What follows belongs to an exercise in optimizing a design on an open flow for small area, a short achievable clock period and few clock cycles; a production flow would make more cautious choices.
Function was not checked in any run shown here: the RTL went through the layout flow alone.

==> flow/design.v (outline; a module is shown in full before it is edited, if it fits) <==
// module csi_fa: 7 lines
// module csi_ha: 7 lines
// module csi_top: 855 lines
module csi_top (
	input  logic        clk,
	input  logic        rst_n,
	input  logic        start,
	output logic [17:0] sram_addr,
	output logic [15:0] sram_wdata,
	output logic        sram_we_n,
	input  logic [15:0] sram_rdata,
	output logic        done
);
  // ...
==> flow/flow/run.sh <==
#!/bin/bash
# Standard ORFS layout with buf_2 port buffers, clock tree options below, and
# timing repair aimed at a 4.3 ns path delay. The constraints stay the design's.
set -euo pipefail
bash standard.sh "BUFFER_PORTS_ARGS=-buffer_cell sky130_fd_sc_hd__buf_2" SETUP_SLACK_MARGIN=12.7 \
  "CTS_ARGS=-sink_clustering_enable -repair_clock_nets -sink_clustering_size 30 -sink_clustering_max_diameter 100 -dont_use_dummy_load -sink_clustering_levels 1" \
  finish > flow.log 2>&1
==> flow/standard.sh <==
#!/bin/bash
# synth_recipe.tcl (not shown) runs the flow's synth.tcl, then flattens the netlist and writes it again
# the make line also repeats each setting of config.mk as NAME=value (left out here)
make -C /OpenROAD-flow-scripts/flow DESIGN_CONFIG=/design/flow/config.mk WORK_HOME=/design/flow/orfs CLKGATE_MAP_FILE= SYNTH_SCRIPT=/design/flow/synth_recipe.tcl "${@:-finish}"
==> flow/config.mk <==
export PLATFORM = sky130hd
export DESIGN_NAME = csi_top
export DESIGN_NICKNAME = csi_top
export VERILOG_FILES = /design/flow/design.v
export SDC_FILE = /design/flow/constraint.sdc
export NUM_CORES = 4
export LEC_CHECK = 0
export CAP_MARGIN = 20
export CORE_MARGIN = 2
export CORE_UTILIZATION = 65
export CTS_CLUSTER_DIAMETER = 100
export CTS_CLUSTER_SIZE = 30
export PLACE_DENSITY = 0.75
export SLEW_MARGIN = 20
export SYNTH_HIERARCHICAL = 1
export SYNTH_MINIMUM_KEEP_SIZE = 0
==> flow/constraint.sdc <==
create_clock -name core_clock -period 17.0 [get_ports {clk}]
set_input_delay 3.4000 -clock core_clock [delete_from_list [all_inputs] [get_ports {clk}]]
set_output_delay 3.4000 -clock core_clock [all_outputs]
set_load 0.01 [all_outputs]
==> impl_results.md, run 1 <==
* Status: timing/DRC/antenna clean
* Vias in the first global route at 12079
* Crit-path cells: inv_1 -> buf_2
* Met3 routed WL at 2.59 mm
* HP Class: flip-flop to flip-flop
* Number of gates resized after CTS at 15
* Final clock-cell share at 1.78%
* Yosys synthesis warning count at 8
* Starting Density at 66.3%
* # Taps at 390
* CP delay by family, top: flip-flops
* Sequential cell area share at 36.7%
* Worst-path clk slew at 0.11 ns
* CTS tree: built
* Pin count of the biggest net entering global routing at 58
* Syn Inst Count at 1549
* DRC at 0
* Starting DRT DRC Count at 999
* Sequential area share after synthesis at 39.0%
* WP depth at 2
* Simple-gate share of the synthesized area at 7.29%
* Synth area leaders: fa_1 24%, edfxtp_1 19%, dfxtp_1 19%
* Area growth from synthesis to layout at 6.57%
* Worst R2R Path Depth at 16
* Top-area cell type share of the netlist area at 24.0%
* Synth Area in Adders at 34.8%
* Clk_buf instances at 15
==> run 2, diff against run 1 <==
--- a/flow/design.v
+++ b/flow/design.v
@@ -155,19 +155,20 @@
 csi_ha u_col_inc_7 (.a(col[7]), .b(col_inc_c6), .s(col_inc_s7), .co(col_inc_c7));
 assign col_inc[7] = col_inc_s7;
 wire wact = (|c[15:3]) | (c[2] & (c[1] | c[0]));    
 logic [7:0]  ul, vh, vl;
 logic [7:0]  L [0:10];
 wire [7:0] ins  = ph[0] ? (c[0] ? ul : sram_rdata[15:8]) : (c[0] ? vh : vl);
 logic      head, t157, t158, t159;    
 wire       hmod = (ph[0] & head) | (ph[4] & t159);    
-wire [7:0] tp1 = t159 ? L[6] : L[4];
-wire [7:0] tp2 = t159 ? L[6] : (t158 ? L[4] : L[2]);
-wire [7:0] tp3 = t159 ? L[6] : (t158 ? L[4] : (t157 ? L[2] : L[0]));
+logic tn2, tn3;
+wire [7:0] tp1 = ({8{~t159}} & L[4]) | ({8{t159}} & L[6]);
+wire [7:0] tp2 = ({8{tn2}} & L[2]) | ({8{t158}} & L[4]) | ({8{t159}} & L[6]);
+wire [7:0] tp3 = ({8{tn3}} & L[0]) | ({8{t157}} & L[2]) | ({8{t158}} & L[4]) | ({8{t159}} & L[6]);
 logic [8:0] ia, ib, ic;
 wire [7:0] tm1 = L[8];
 wire [7:0] tm2 = L[10];
 wire [7:0] tp0 = L[6];
 wire [8:0] sa;
 wire sa_s0, sa_c0;
 csi_ha u_sa_0 (.a(tp0[0]), .b(tp1[0]), .s(sa_s0), .co(sa_c0));
 wire sa_s1, sa_c1;
@@ -180,16 +181,52 @@
 csi_fa u_sa_4 (.a(tp0[4]), .b(tp1[4]), .c(sa_c3), .s(sa_s4), .co(sa_c4));
 wire sa_s5, sa_c5;
 csi_fa u_sa_5 (.a(tp0[5]), .b(tp1[5]), .c(sa_c4), .s(sa_s5), .co(sa_c5));
 wire sa_s6, sa_c6;
 csi_fa u_sa_6 (.a(tp0[6]), .b(tp1[6]), .c(sa_c5), .s(sa_s6), .co(sa_c6));
 wire sa_s7, sa_c7;
 csi_fa u_sa_7 (.a(tp0[7]), .b(tp1[7]), .c(sa_c6), .s(sa_s7), .co(sa_c7));
 assign sa = {sa_c7, sa_s7, sa_s6, sa_s5, sa_s4, sa_s3, sa_s2, sa_s1, sa_s0};
+wire [8:0] sb;
+wire sb_s0, sb_c0;
+csi_ha u_sb_0 (.a(tm1[0]), .b(tp2[0]), .s(sb_s0), .co(sb_c0));
+wire sb_s1, sb_c1;
+csi_fa u_sb_1 (.a(tm1[1]), .b(tp2[1]), .c(sb_c0), .s(sb_s1), .co(sb_c1));
+wire sb_s2, sb_c2;
+csi_fa u_sb_2 (.a(tm1[2]), .b(tp2[2]), .c(sb_c1), .s(sb_s2), .co(sb_c2));
+wire sb_s3, sb_c3;
+csi_fa u_sb_3 (.a(tm1[3]), .b(tp2[3]), .c(sb_c2), .s(sb_s3), .co(sb_c3));
+wire sb_s4, sb_c4;
+csi_fa u_sb_4 (.a(tm1[4]), .b(tp2[4]), .c(sb_c3), .s(sb_s4), .co(sb_c4));
+wire sb_s5, sb_c5;
+csi_fa u_sb_5 (.a(tm1[5]), .b(tp2[5]), .c(sb_c4), .s(sb_s5), .co(sb_c5));
+wire sb_s6, sb_c6;
+csi_fa u_sb_6 (.a(tm1[6]), .b(tp2[6]), .c(sb_c5), .s(sb_s6), .co(sb_c6));
+wire sb_s7, sb_c7;
+csi_fa u_sb_7 (.a(tm1[7]), .b(tp2[7]), .c(sb_c6), .s(sb_s7), .co(sb_c7));
+assign sb = {sb_c7, sb_s7, sb_s6, sb_s5, sb_s4, sb_s3, sb_s2, sb_s1, sb_s0};
+wire [8:0] sc;
+wire sc_s0, sc_c0;
+csi_ha u_sc_0 (.a(tm2[0]), .b(tp3[0]), .s(sc_s0), .co(sc_c0));
+wire sc_s1, sc_c1;
+csi_fa u_sc_1 (.a(tm2[1]), .b(tp3[1]), .c(sc_c0), .s(sc_s1), .co(sc_c1));
+wire sc_s2, sc_c2;
+csi_fa u_sc_2 (.a(tm2[2]), .b(tp3[2]), .c(sc_c1), .s(sc_s2), .co(sc_c2));
+wire sc_s3, sc_c3;
+csi_fa u_sc_3 (.a(tm2[3]), .b(tp3[3]), .c(sc_c2), .s(sc_s3), .co(sc_c3));
+wire sc_s4, sc_c4;
+csi_fa u_sc_4 (.a(tm2[4]), .b(tp3[4]), .c(sc_c3), .s(sc_s4), .co(sc_c4));
+wire sc_s5, sc_c5;
+csi_fa u_sc_5 (.a(tm2[5]), .b(tp3[5]), .c(sc_c4), .s(sc_s5), .co(sc_c5));
+wire sc_s6, sc_c6;
+csi_fa u_sc_6 (.a(tm2[6]), .b(tp3[6]), .c(sc_c5), .s(sc_s6), .co(sc_c6));
+wire sc_s7, sc_c7;
+csi_fa u_sc_7 (.a(tm2[7]), .b(tp3[7]), .c(sc_c6), .s(sc_s7), .co(sc_c7));
+assign sc = {sc_c7, sc_s7, sc_s6, sc_s5, sc_s4, sc_s3, sc_s2, sc_s1, sc_s0};
 wire  [16:0] it_s, it_c;
 wire it_n1 = ~ia[0];
 wire it_n2, it_n3;
 csi_ha u_it_n2 (.a(ia[1]), .b(ia[3]), .s(it_n2), .co(it_n3));
 wire it_n4, it_n5;
 csi_ha u_it_n4 (.a(ia[0]), .b(~ia[5]), .s(it_n4), .co(it_n5));
 wire it_n6 = ~(ia[1] ^ ~ia[6]);
 wire it_n7 = ia[1] | ~ia[6];
@@ -800,26 +837,30 @@
 	if (!run) begin
 		ph  <= 5'b00001;
 		c   <= 16'd0;
 		col  <= 8'd155;
 		head <= 1'b0;
 		t157 <= 1'b0;
 		t158 <= 1'b0;
 		t159 <= 1'b0;
+		tn2  <= 1'b1;
+		tn3  <= 1'b1;
 		wc  <= RGB_BASE[16:0];
 	end else begin
 		ph <= {ph[3:0], ph[4]};
 		if (ph[4]) begin
 			c    <= c_inc;
 			col  <= t159 ? 8'd0 : col_inc;
 			head <= t159;
 			t157 <= (col == 8'd156);
 			t158 <= t157;
 			t159 <= t158;
+			tn2  <= ~(t157 | t158) | t159;
+			tn3  <= ~((col == 8'd156) | t157 | t158) | t159;
 		end
 		if (wact & (ph[1] | ph[3] | ph[4]))
 			wc <= wc_inc;
 	end
 end
 assign sram_we_n = ~we;
 always_ff @(posedge clk) begin
 	if (ph[0])
@@ -854,18 +895,18 @@
 	end
 end
 always_ff @(posedge clk) begin
 	xcur <= (ph[4] | ph[0]) ? ex(L[5]) : ires;
 	selb <= ph[0] | ph[2];
 	gnu  <= ~(ph[4] ? ex(L[4]) : ires);
 	gnv  <= ~(ph[4] ? ex(L[5]) : xcur);    
 	ia <= sa;
-	ib <= {1'b0, tm1} + {1'b0, tp2};
-	ic <= {1'b0, tm2} + {1'b0, tp3};
+	ib <= sb;
+	ic <= sc;
 	rb_hs <= rbt_s[26:16];
 	rb_hc <= rbt_c[26:16];
 	rb_cy <= rb_lo[16];
 	g_hs  <= gt_s[26:16];
 	g_hc  <= gt_c[26:16];
 	g_cy  <= g_lo[16];
 end
 endmodule
==> impl_results.md, run 2 <==
* Final RePlAce weighted congestion at 0.950
* Rows at 63
* HP Class: flip-flop to flip-flop
* Syn nets at 1943
* Die Ht at 178 um
* Starting DRT DRC Count at 1031 (+3.2%)
* Most common cell after layout, fill and taps aside: fa_1
* CTS tree: built
* Worst Path Arrival at 1.06 ns
* Fillcell total at 2103
* Initial antenna violation count at 0
* Core area at 29700 um^2
* FF/Latch Area at 7760 um^2
* Post-route clock skew at 0.0554 ns
* Critical path type: flip-flop to output pin
* Worst-path clk slew at 0.11 ns (about the same)
* Cell area after synthesis at 19600 um^2
* Global-route wire length before repair at 66.4 mm
* Total GRT Usage at 27.4%
* Starting Density at 66.1% (-0.16 points)
* Total global routing overflow at 0
* Routed WL at 40.9 mm
* Netlist cell types at 69
* Cts bufs inserted at 15
* Yosys synthesis warning count at 8 (unchanged)
* Hold Vio Cnt, Final at 0
* Sequential area share after synthesis at 39.4% (+0.40 points)
* ANT cells at 0
* Max frequency at 0.224 GHz
* RSZ-0062 raised after global routing: true
* Worst-margin pin slew at 0.923 ns
* Synth area leaders: fa_1 25%, edfxtp_1 20%, dfxtp_1 19%
* Most frequent cells in the layout: 248 x fa_1, 175 x dfxtp_1, 153 x ha_1
* Max stage delay on crit path at 0.38 ns
* Number of flops mapped to enable cells by yosys at 128
* Syn Inst Count at 1520 (-1.9%)
* I/O Buffers at 54
* Layout cells sized above 1 at 10.6%
* Area growth from synthesis to layout at 6.52% (about the same)
* Antenna-violating nets left at 0
* Maxcap violations at 0
* Most frequent cells after synthesis: 249 x fa_1, 191 x dfxtp_1, 155 x ha_1, 128 x edfxtp_1, 108 x inv_1
* Setup TNS at 0 ns
* Vias in the first global route at 12539 (+3.8%)
* Post-synth top flop: dfxtp_1
* Cts hold-fix bufs at 0
* Tcrit/Tclk final at 26.3%
* DR vias at 11855
* Htree depth at 1
* Most common cell in the netlist: fa_1
* Multi-input combinational cell area at 11400 um^2
* Die ar. at 31600 um^2
* CTS Root Cell: clkbuf_16
* Synth area leader: fa_1
* DRC at 0 (unchanged)
* Async SR Flop Fraction at 0.932%
* Die Span X at 178 um
* Register bank with the most flops: L
* Final Max Tran Viols at 0
* Crit Path Max Fanout at 1
* Slowest cell on the critical path: dfrtp_1
* Layout Nets at 1990
* Startpoint types: flip-flop
* Top-area cell type share of the netlist area at 25.4% (+1.3 points)
* Crit end category: output pin
* CP required at 13.60 ns
* Vias per inst at 6.06
* Routed length per instance at 20.9 um
* Final HPWL DP at 32.1 mm
* Pin count of the biggest net entering global routing at 75 (+29%)
* Largest regs: L x88, sram_addr x18, wc x17
* Num Clock Sinks at 322
* Final Util at 70.4%
* Worst skew pair latency at 0.53 ns
* Syn avg cell area at 12.9 um^2
* Status: timing/DRC/antenna clean
* Ports at 55
* Rel. slew slack at 38.3%
* Tmin final at 4.46 ns
* Crit-path cells: inv_1 -> buf_2
* Final setup fails at 0
* DRT Pass-1 Iters at 5
* Largest register FFs at 88
* Flops & latches, synth at 322
* CTS Buffer Depth at 3
-- run 2: cell count changes after synthesis, sizes merged, moves of 13 or more --
cell and change:
ha -14, inv -13, mux2i -19, nor2 +13, o21ai -23
-- run 2: worst paths after layout --
kind,startpoint,cells after the start,slack (ns),end
max,we$_DFF_PN0_,2,12.54,sram_we_n
min,L[3][0]$_DFFE_PP_,0,0.39,L[4][0]$_DFFE_PP_
max reg2reg,ia[1]$_DFF_P_,12,12.76,xcur[5]$_DFF_P_
min reg2reg,L[3][0]$_DFFE_PP_,0,0.39,L[4][0]$_DFFE_PP_
max in group asynchronous,rst_n,1,14.23,done$_DFFE_PN0P_
min in group asynchronous,rst_n,1,2.65,run$_DFF_PN0_
-- run 2: layer usage --
metal	track usage [%]	part of all wire (%)
met5	0	0
met4	6.11	2.2
met3	4.76	6.1
met2	44.1	47
met1	39.3	45
-- run 2: logic make-up after synthesis --
logic type      share of synthesized area, %
compound gates                          8.91
buf+inv                                 2.97
flops                                   39.4
mux                                     4.84
fa+ha+maj                               35.3
xor+xnor                                1.66
simple gates                            6.95
-- run 2: stage by stage --
stage / hold slack [ns] / cells / worst slack (ns) / cell area, um^2
6_report: 0.393 / 1955 / 12.54 / 20900
4_1_cts: 0.392 / 1946 / 12.50 / 20700
5_1_grt: 0.410 / 1955 / 12.48 / 20900
2_1_floorplan: 0.400 / 1520 / 12.91 / 19600
3_5_place_dp: 0.405 / 1931 / 12.72 / 20300
3_3_place_gp: 0.401 / 1931 / 12.78 / 20300
-- run 2: cell type report --
cell class | count | area share (%)
repair buffers | 71 | 2.42
well taps | 390 | 2.33
flip-flops and latches | 322 | 37.1
inverters | 109 | 1.96
clock buffers | 15 | 1.79
multi-input cells | 1048 | 54.4
-- run 2: repair_timing --
item                       CTS  global route
pin swaps                    0             3
gates resized for setup     13            20
setup buffers                0             8
setup endpoints to repair   40            50
-- run 2: critical path: cells and delay by family (launching register included) --
kind / cells / cell delay, ns
buffers and inverters: 2 / 0.17
DFF: 1 / 0.38
-- run 2: Yosys stat by module (local to each module, per instance) --
module	flip-flops and latches	cell area (um^2)	copies in the design	cells inside
csi_fa	0	20.0	244	1
csi_top	322	13900	1	1207
csi_ha	0	12.5	69	1

==> what the ideal ports hide <==
No port has a modelled driver above. Below, the same layouts with a new extraction and two added sets of constraints. Step 1 (the two cells are an assumption about what drives the block):
set clk [get_ports {clk}]
set_driving_cell -lib_cell sky130_fd_sc_hd__clkbuf_16 $clk
set_driving_cell -lib_cell sky130_fd_sc_hd__buf_2 [delete_from_list [all_inputs] $clk]
Step 2 moves the port delays by t, midway between the first and last clock arrival at a register: inputs arrive t later, outputs are due t later. That takes back most of the time a late clock gives input paths. Slacks: ideal / step 1 / step 2; pairs: ideal / step 1.
| run | t, ns | slack for setup (ns) | latest minus earliest clock arrival (ns) | worst slew at a driven data input, ns |
|---|---|---|---|---|
| run 1 | 0.539 | 12.546 / 12.494 / 12.760 | 0.066 / 0.066 | 0.05 |
| run 2 | 0.553 | 12.536 / 12.484 / 12.756 | 0.056 / 0.056 | 0.04 |
After both steps setup and hold are still met in every run listed.
